From an optimization exercise on the open Yosys and OpenROAD flow, aimed at small area, a short achievable clock period and few clock cycles per item; shortcuts taken in it are not production practice. At most, simulation tests tie the RTL to the original design; equivalence was not proved.

Setup of job 6603:
==> flow/design.v <==
`default_nettype none
module square_root32(
		input wire iCLOCK,
		input wire inRESET,
		input wire iDATA_REQ,
		output wire oDATA_BUSY,
		input wire [31:0] iDATA,
		output wire oDATA_VALID,
		input wire iDATA_BUSY,
		output wire [15:0] oDATA
	);
	reg b_skid_valid;
	reg [15:0] b_skid_data;
	reg b_out_valid;
	reg [15:0] b_out_data;
	wire adv = !b_skid_valid;
	reg b_v1;
	reg b_v2;
	reg b_v3;
	reg b_v4;
	reg b_v5;
	reg b_v6;
	reg b_v7;
	reg b_v8;
	wire [31:0] x0;
	reg [0:0] q1;
	reg [1:0] r1;
	reg [29:0] x1;
	wire [1:0] q2;
	wire [2:0] r2;
	wire [27:0] x2;
	reg [2:0] q3;
	reg [3:0] r3;
	reg [25:0] x3;
	wire [3:0] q4;
	wire [4:0] r4;
	wire [23:0] x4;
	reg [4:0] q5;
	reg [5:0] r5;
	reg [21:0] x5;
	wire [5:0] q6;
	wire [6:0] r6;
	wire [19:0] x6;
	reg [6:0] q7;
	reg [7:0] r7;
	reg [17:0] x7;
	wire [7:0] q8;
	wire [8:0] r8;
	wire [15:0] x8;
	reg [8:0] q9;
	reg [9:0] r9;
	reg [13:0] x9;
	wire [9:0] q10;
	wire [10:0] r10;
	wire [11:0] x10;
	reg [10:0] q11;
	reg [11:0] r11;
	reg [9:0] x11;
	wire [11:0] q12;
	wire [12:0] r12;
	wire [7:0] x12;
	reg [12:0] q13;
	reg [13:0] r13;
	reg [5:0] x13;
	wire [13:0] q14;
	wire [14:0] r14;
	wire [3:0] x14;
	reg [14:0] q15;
	reg [15:0] r15;
	reg [1:0] x15;
	wire [15:0] q16;
	assign x0 = iDATA;
	wire ge0 = (x0[31:30] != 2'b00);
	always @(posedge iCLOCK) begin
		if (adv) begin
			q1 <= {ge0};
			r1 <= (ge0 ? (x0[31:30] - 2'd1) : x0[31:30]);
			x1 <= x0[29:0];
		end
	end
	wire [3:0] t1 = {r1, x1[29:28]};
	wire [4:0] d1 = {1'b0, t1} - {2'b00, q1, 2'b01};
	wire ge1 = !d1[4];
	assign q2 = {q1, ge1};
	assign r2 = (ge1 ? d1[2:0] : t1[2:0]);
	assign x2 = x1[27:0];
	wire [4:0] t2 = {r2, x2[27:26]};
	wire [5:0] d2 = {1'b0, t2} - {2'b00, q2, 2'b01};
	wire ge2 = !d2[5];
	always @(posedge iCLOCK) begin
		if (adv) begin
			q3 <= {q2, ge2};
			r3 <= (ge2 ? d2[3:0] : t2[3:0]);
			x3 <= x2[25:0];
		end
	end
	wire [5:0] t3 = {r3, x3[25:24]};
	wire [6:0] d3 = {1'b0, t3} - {2'b00, q3, 2'b01};
	wire ge3 = !d3[6];
	assign q4 = {q3, ge3};
	assign r4 = (ge3 ? d3[4:0] : t3[4:0]);
	assign x4 = x3[23:0];
	wire [6:0] t4 = {r4, x4[23:22]};
	wire [7:0] d4 = {1'b0, t4} - {2'b00, q4, 2'b01};
	wire ge4 = !d4[7];
	always @(posedge iCLOCK) begin
		if (adv) begin
			q5 <= {q4, ge4};
			r5 <= (ge4 ? d4[5:0] : t4[5:0]);
			x5 <= x4[21:0];
		end
	end
	wire [7:0] t5 = {r5, x5[21:20]};
	wire [8:0] d5 = {1'b0, t5} - {2'b00, q5, 2'b01};
	wire ge5 = !d5[8];
	assign q6 = {q5, ge5};
	assign r6 = (ge5 ? d5[6:0] : t5[6:0]);
	assign x6 = x5[19:0];
	wire [8:0] t6 = {r6, x6[19:18]};
	wire [9:0] d6 = {1'b0, t6} - {2'b00, q6, 2'b01};
	wire ge6 = !d6[9];
	always @(posedge iCLOCK) begin
		if (adv) begin
			q7 <= {q6, ge6};
			r7 <= (ge6 ? d6[7:0] : t6[7:0]);
			x7 <= x6[17:0];
		end
	end
	wire [9:0] t7 = {r7, x7[17:16]};
	wire [10:0] d7 = {1'b0, t7} - {2'b00, q7, 2'b01};
	wire ge7 = !d7[10];
	assign q8 = {q7, ge7};
	assign r8 = (ge7 ? d7[8:0] : t7[8:0]);
	assign x8 = x7[15:0];
	wire [10:0] t8 = {r8, x8[15:14]};
	wire [11:0] d8 = {1'b0, t8} - {2'b00, q8, 2'b01};
	wire ge8 = !d8[11];
	always @(posedge iCLOCK) begin
		if (adv) begin
			q9 <= {q8, ge8};
			r9 <= (ge8 ? d8[9:0] : t8[9:0]);
			x9 <= x8[13:0];
		end
	end
	wire [11:0] t9 = {r9, x9[13:12]};
	wire [12:0] d9 = {1'b0, t9} - {2'b00, q9, 2'b01};
	wire ge9 = !d9[12];
	assign q10 = {q9, ge9};
	assign r10 = (ge9 ? d9[10:0] : t9[10:0]);
	assign x10 = x9[11:0];
	wire [12:0] t10 = {r10, x10[11:10]};
	wire [13:0] d10 = {1'b0, t10} - {2'b00, q10, 2'b01};
	wire ge10 = !d10[13];
	always @(posedge iCLOCK) begin
		if (adv) begin
			q11 <= {q10, ge10};
			r11 <= (ge10 ? d10[11:0] : t10[11:0]);
			x11 <= x10[9:0];
		end
	end
	wire [13:0] t11 = {r11, x11[9:8]};
	wire [14:0] d11 = {1'b0, t11} - {2'b00, q11, 2'b01};
	wire ge11 = !d11[14];
	assign q12 = {q11, ge11};
	assign r12 = (ge11 ? d11[12:0] : t11[12:0]);
	assign x12 = x11[7:0];
	wire [14:0] t12 = {r12, x12[7:6]};
	wire [15:0] d12 = {1'b0, t12} - {2'b00, q12, 2'b01};
	wire ge12 = !d12[15];
	always @(posedge iCLOCK) begin
		if (adv) begin
			q13 <= {q12, ge12};
			r13 <= (ge12 ? d12[13:0] : t12[13:0]);
			x13 <= x12[5:0];
		end
	end
	wire [15:0] t13 = {r13, x13[5:4]};
	wire [16:0] d13 = {1'b0, t13} - {2'b00, q13, 2'b01};
	wire ge13 = !d13[16];
	assign q14 = {q13, ge13};
	assign r14 = (ge13 ? d13[14:0] : t13[14:0]);
	assign x14 = x13[3:0];
	wire [16:0] t14 = {r14, x14[3:2]};
	wire [17:0] d14 = {1'b0, t14} - {2'b00, q14, 2'b01};
	wire ge14 = !d14[17];
	always @(posedge iCLOCK) begin
		if (adv) begin
			q15 <= {q14, ge14};
			r15 <= (ge14 ? d14[15:0] : t14[15:0]);
			x15 <= x14[1:0];
		end
	end
	wire [17:0] t15 = {r15, x15[1:0]};
	wire [18:0] d15 = {1'b0, t15} - {2'b00, q15, 2'b01};
	wire ge15 = !d15[18];
	wire [15:0] res = {q15, ge15};
	always @(posedge iCLOCK or negedge inRESET) begin
		if (!inRESET) b_v1 <= 1'b0;
		else if (adv) b_v1 <= iDATA_REQ;
	end
	always @(posedge iCLOCK or negedge inRESET) begin
		if (!inRESET) b_v2 <= 1'b0;
		else if (adv) b_v2 <= b_v1;
	end
	always @(posedge iCLOCK or negedge inRESET) begin
		if (!inRESET) b_v3 <= 1'b0;
		else if (adv) b_v3 <= b_v2;
	end
	always @(posedge iCLOCK or negedge inRESET) begin
		if (!inRESET) b_v4 <= 1'b0;
		else if (adv) b_v4 <= b_v3;
	end
	always @(posedge iCLOCK or negedge inRESET) begin
		if (!inRESET) b_v5 <= 1'b0;
		else if (adv) b_v5 <= b_v4;
	end
	always @(posedge iCLOCK or negedge inRESET) begin
		if (!inRESET) b_v6 <= 1'b0;
		else if (adv) b_v6 <= b_v5;
	end
	always @(posedge iCLOCK or negedge inRESET) begin
		if (!inRESET) b_v7 <= 1'b0;
		else if (adv) b_v7 <= b_v6;
	end
	always @(posedge iCLOCK or negedge inRESET) begin
		if (!inRESET) b_v8 <= 1'b0;
		else if (adv) b_v8 <= b_v7;
	end
	wire out_free = !b_out_valid || !iDATA_BUSY;
	always @(posedge iCLOCK or negedge inRESET) begin
		if (!inRESET) begin
			b_out_valid <= 1'b0;
			b_skid_valid <= 1'b0;
		end else if (out_free) begin
			b_out_valid <= b_skid_valid || b_v8;
			b_skid_valid <= 1'b0;
		end else if (!b_skid_valid) begin
			b_skid_valid <= b_v8;
		end
	end
	always @(posedge iCLOCK) begin
		if (out_free) b_out_data <= b_skid_valid ? b_skid_data : res;
		if (!b_skid_valid) b_skid_data <= res;
	end
	assign oDATA_BUSY = b_skid_valid;
	assign oDATA_VALID = b_out_valid;
	assign oDATA = b_out_data;
endmodule
`default_nettype wire
clock: 15.0 ns
lec_check: 0
cap_margin: 20
core_margin: 2
core_utilization: 40
slew_margin: 20
standard.sh (not shown) runs the stock make flow with config.mk's settings and CLKGATE_MAP_FILE= SYNTH_SCRIPT=/design/flow/synth_recipe.tcl, a recipe that flattens the netlist after the stock synthesis.
==> flow/flow/run.sh <==
#!/bin/bash
# Standard layout with a larger setup margin for ORFS's timing repair, so that
# repair works towards a shorter achieved period; constraints are unchanged.
bash standard.sh SETUP_SLACK_MARGIN=11.0 finish > standard.log 2>&1
Relative to job 6603, the following input files were edited for job 7424:
- ABC_CLOCK_PERIOD_IN_PS: unset -> 2000
==> flow/run.sh (new file) <==
#!/bin/bash
# synth_recipe.tcl (not shown) runs the flow's synth.tcl, then flattens the netlist and writes it again
# the make line also repeats each setting of config.mk as NAME=value (left out here)
make -C /OpenROAD-flow-scripts/flow DESIGN_CONFIG=/design/flow/config.mk WORK_HOME=/design/flow/orfs CLKGATE_MAP_FILE= SYNTH_SCRIPT=/design/flow/synth_recipe.tcl finish
removed: flow/flow/run.sh
removed: flow/standard.sh
### Flow results
NOTE detailed route wirelength on metal3 job 6603->job 7424 decreased by a few percent
Comparing job 7424 and job 6603, data arrival time of the critical path is lower on job 6603.
Going from job 6603 to job 7424, total wire length shrank by 3600 um; routed length on met1 lost 610 um; detailed-route vias per instance flat.
On post-placement cell area: job 7424 sits below job 6603.
Critical path depth, job 7424 and job 6603: higher on job 6603
Job 7424 and job 6603 ended up with roughly the same number of cells in the design after placement.
The following lists how job 1693 was set up differently from job 7424:
- clearing ABC_CLOCK_PERIOD_IN_PS, which used to be 2000
==> flow/flow/run.sh (new file) <==
#!/bin/bash
bash standard.sh SETUP_SLACK_MARGIN=10.5 CORE_UTILIZATION=65 BUFFER_PORTS_ARGS='-buffer_cell sky130_fd_sc_hd__buf_2' finish > standard.log 2>&1
==> flow/standard.sh (new file) <==
#!/bin/bash
# synth_recipe.tcl (not shown) runs the flow's synth.tcl, then flattens the netlist and writes it again
# the make line also repeats each setting of config.mk as NAME=value (left out here)
make -C /OpenROAD-flow-scripts/flow DESIGN_CONFIG=/design/flow/config.mk WORK_HOME=/design/flow/orfs CLKGATE_MAP_FILE= SYNTH_SCRIPT=/design/flow/synth_recipe.tcl "${@:-finish}"
removed: flow/run.sh
- Total non-filler cell area in the finished layout: job 1693 > job 7424
- Area of the die delta (job 1693 − job 7424): favourable
- Count of clock-buffer cells in the layout (job 1693 / job 7424): 0.881
- Taking job 7424 as the reference point, the multi-input gate share of total cell area of job 1693 rises by 2.0 points.
Input-level comparison between job 8058 and job 1693:
==> flow/flow/run.sh <==
#!/bin/bash
# Standard layout with a larger setup margin for ORFS's timing repair, so that
# repair works towards a shorter achieved period; constraints are unchanged.
bash standard.sh SETUP_SLACK_MARGIN=10.5 finish > standard.log 2>&1
Notes after the runs:
Relative to job 1693, the design area of job 8058 is higher by 2.6%.
On post-placement setup slack: job 8058 sits below job 1693.
Job 8058 | stages: all done | timing, DRC, antenna: all pass
Taking job 1693 as the reference, in job 8058 initial standard-cell utilization of the core decreased 25 points, area taken by multi-input logic gates lower, wire length on met2 rose 8.7%, highest clock frequency the design can meet grew by about 0.75%.
Between job 8058 and job 1693, it is job 8058 whose multi-input gate share of total cell area is lower, by 1.5 points.
Diff job 1693 -> job 8058: routed wire length has increased, final cell count has increased.
Function was not checked in any run of this note: the RTL went through the layout flow alone.


// square_root32: RTL as listed in full above, without the edits since
export LEC_CHECK = 0
export CAP_MARGIN = 20
export CORE_MARGIN = 2
export CORE_UTILIZATION = 40
export SLEW_MARGIN = 20
create_clock -name core_clock -period 15.0 [get_ports {iCLOCK}]
run.sh (not shown) runs the stock make flow with config.mk's settings and CLKGATE_MAP_FILE= SYNTH_SCRIPT=/design/flow/synth_recipe.tcl, a recipe that flattens the netlist after the stock synthesis.
Stock flow here: none of the scripts above is used.
Change:
==> flow/flow/run.sh (new file) <==
#!/bin/bash
# Standard layout, unchanged; tool output goes to standard.log.
bash standard.sh > standard.log 2>&1
==> flow/standard.sh (new file) <==
#!/bin/bash
# synth_recipe.tcl (not shown) runs the flow's synth.tcl, then flattens the netlist and writes it again
# the make line also repeats each setting of config.mk as NAME=value (left out here)
make -C /OpenROAD-flow-scripts/flow DESIGN_CONFIG=/design/flow/config.mk WORK_HOME=/design/flow/orfs CLKGATE_MAP_FILE= SYNTH_SCRIPT=/design/flow/synth_recipe.tcl "${@:-finish}"
removed: flow/run.sh
Core utilization is unchanged; setup slack is unchanged; die area stays the same; clock skew stays the same; register-to-register slack barely changes; design area does not change; routed wire length stays the same; global-route usage stays the same; clock-buffer cell count is unchanged; critical path depth stays the same.
No run of this note included a check of the RTL's function; only the layout flow was run.


== run M ==
square_root32, a different RTL version from the one above (not shown whole).
Size: roughly 1700 cells after synthesis, roughly 270 flip-flops, roughly 54 I/O pins.
clock: 15.0 ns
lec_check: 0
cap_margin: 20
core_margin: 2
core_utilization: 40
slew_margin: 20
standard.sh (not shown) runs the stock make flow with config.mk's settings and CLKGATE_MAP_FILE= SYNTH_SCRIPT=/design/flow/synth_recipe.tcl, a recipe that flattens the netlist after the stock synthesis.
==> flow/flow/run.sh <==
#!/bin/bash
bash standard.sh SETUP_SLACK_MARGIN=11.0 ABC_AREA=1 finish > standard.log 2>&1
Run M ran to completion and came out clean on the timing, DRC and antenna checks.
Testbench counts of run M, summed over its fixed seeds: cycles 12,064, items 12,000.
Here is what was changed in the inputs of run D compared with run M.
==> flow/flow/run.sh <==
#!/bin/bash
bash standard.sh SETUP_SLACK_MARGIN=10.5 finish > standard.log 2>&1
Notes after the runs:
- Comparing run D and run M, post-synthesis mux area share is lower on run M.
- Result: PASS for each of run D and run M
- Run M → run D: multi-input logic area climbed 74 µm², total non-filler cell area in the finished layout ~0 delta.


## north
square_root32 again, from the RTL that the note above started with.
==> flow/design.v (excerpt) <==
module square_root32(
		input wire iCLOCK,
		input wire inRESET,
		input wire iDATA_REQ,
		output wire oDATA_BUSY,
		input wire [31:0] iDATA,
		output wire oDATA_VALID,
		input wire iDATA_BUSY,
		output wire [15:0] oDATA
	);
Settings: LEC_CHECK=0, CAP_MARGIN=20, CORE_MARGIN=2, CORE_UTILIZATION=40, SLEW_MARGIN=20; clock period 15.0 ns.
==> flow/flow/run.sh <==
#!/bin/bash
bash standard.sh SETUP_SLACK_MARGIN=10.2 ABC_AREA=1 finish > standard.log 2>&1
north completed end to end with timing, DRC and antenna clean.
Testbench counts of north, summed over its fixed seeds: cycles 12,064, items 12,000.
The inputs of south differ from those of north as listed below.
==> flow/flow/run.sh <==
#!/bin/bash
bash standard.sh SETUP_SLACK_MARGIN=10.8 CORE_UTILIZATION=65 BUFFER_PORTS_ARGS='-buffer_cell sky130_fd_sc_hd__buf_2' finish > standard.log 2>&1
Per the comparison of south with north, sum of buffers and inverters on the critical path now sits higher, instance count of the mapped netlist now sits lower, post-detailed-placement cell area now sits lower. There was hardly any difference in share of the cycle needed by the critical path after routing between north and south. The routing usage on met3 reported for south is greater than that of north by 0.18 points. Diff north and south: post-route worst hold slack lower in north. Run comparison: north dominant combinational cell family by area after synthesis simple AND/OR/NAND/NOR gates; south dominant combinational cell family by area after synthesis compound AO/OA/AOI/OAI gates. Taking north as the reference, in south routed metal-1 wire length -2200 um; wire length of the first global-routing pass -about 10%.
### south -> east
==> flow/flow/run.sh <==
#!/bin/bash
bash standard.sh SETUP_SLACK_MARGIN=10.5 ABC_AREA=1 finish > standard.log 2>&1
Notes after the runs:
Row count of cells along the worst register-to-register path: east lower / south higher. Comparing south and east, share of final-layout standard cells stronger than drive strength 1 is higher on south. Every stage of the flow completed for east, and the final layout passed the timing, DRC and antenna checks. In east, the clock distribution area overhead in the final layout came out 0.70 points above the value in south. [compare] base=south new=east: count of clock-buffer cells in the layout increased 4.
The following lists how west was set up differently from east:
==> flow/flow/run.sh <==
#!/bin/bash
bash standard.sh SETUP_SLACK_MARGIN=11.1 CORE_UTILIZATION=65 BUFFER_PORTS_ARGS='-buffer_cell sky130_fd_sc_hd__buf_2' finish > standard.log 2>&1
Findings:
NOTE: die area in west falls short of that of east. The lower simple-gate portion of the synthesized area of east and west is in west. The worst-path cell with the longest stage delay comes out sky130_fd_sc_hd__edfxtp_1 in one run and sky130_fd_sc_hd__clkdlybuf4s50_1 in the other, namely in west and east respectively. In the metrics for east and west, the one carrying the lower final worst-path setup slack is east. east → west: post-detailed-route via-to-cell ratio rose 1.1; vertical extent of the die fell 23%; count of distinct cell types in the synthesized netlist rose about 40%; share of cells above drive strength 1 rose 27 points. The core of west is more densely filled than that of east.
Relative to west, the following input files were edited for middle:
Settings: putting ABC_AREA at 1 where nothing was set.
==> flow/flow/run.sh <==
#!/bin/bash
bash standard.sh SETUP_SLACK_MARGIN=10.9 BUFFER_PORTS_ARGS='-buffer_cell sky130_fd_sc_hd__buf_1' finish > standard.log 2>&1
==> run notes <==
The final layout from middle, which completed every stage, passed the timing, DRC and antenna checks at the end of the flow.
Taking west as the reference, in middle total global routing track utilization down 11 points; sequential share of cell area went up 3.6 points; data arrival time of the worst path went down.
Taking west as the reference point, the xor/xnor cell area share of the yosys netlist of middle falls by 1.7 points.
In middle the final period utilization turned out 1.1 points lower than in west.
Looking at largest cell class by area, the sequential cells result is from middle; the multi-input gates one comes from west.

-- port drivers added, routing unchanged --
The results above use ideal ports. As a check the final layouts listed here were re-extracted and re-timed, cells and wires unchanged. Step 1 sets driving cells, clkbuf_16 on the clock port and buf_2 on the other inputs (assumed; they add their load-dependent delay and slew). Step 2 also shifts input and output timing later by t, the mid clock arrival at the registers, as if the neighbouring blocks saw the same clock. Slacks: no drivers / after step 1 / after step 2; pairs: no drivers / after step 1.
| run | t (ns) | slack for setup (ns) | worst setup path after step 2 | slew at the worst register clock pin (ns) | worst data-port slew with drivers (ns) |
|---|---|---|---|---|---|
| job 6603 | 0.593 | 10.828 / 10.828 / 10.679 | input to register | 0.06 / 0.06 | 0.03 |
| job 7424 | 0.588 | 9.149 / 9.149 / 9.149 | register to register | 0.06 / 0.06 | 0.04 |
| job 1693 | 0.599 | 10.570 / 10.570 / 10.570 | register to register | 0.07 / 0.07 | 0.03 |
| job 8058 | 0.580 | 10.604 / 10.550 / 10.638 | register to register | 0.06 / 0.06 | 0.03 |
| the first run of note 2 | 0.588 | 9.149 / 9.149 / 9.149 | register to register | 0.06 / 0.06 | 0.04 |
| the second run of note 2 | 0.588 | 9.149 / 9.149 / 9.149 | register to register | 0.06 / 0.06 | 0.04 |
| run M | 0.623 | 10.907 / 10.854 / 10.555 | input to register | 0.07 / 0.07 | 0.03 |
| run D | 0.623 | 10.558 / 10.508 / 10.568 | register to register | 0.06 / 0.06 | 0.04 |
| north | 0.623 | 10.534 / 10.480 / 10.555 | input to register | 0.07 / 0.07 | 0.03 |
| south | 0.594 | 10.550 / 10.550 / 10.550 | register to register | 0.06 / 0.06 | 0.04 |
| east | 0.625 | 10.580 / 10.527 / 10.554 | input to register | 0.07 / 0.07 | 0.03 |
| west | 0.593 | 10.618 / 10.618 / 10.618 | register to register | 0.07 / 0.07 | 0.04 |
| middle | 0.615 | 10.783 / 10.732 / 10.922 | input to register | 0.07 / 0.07 | 0.03 |
After both steps setup and hold are still met in every run listed. The setup slack of run M, which loses most, moves by -0.053 ns with the drivers and by -0.352 ns with both steps.
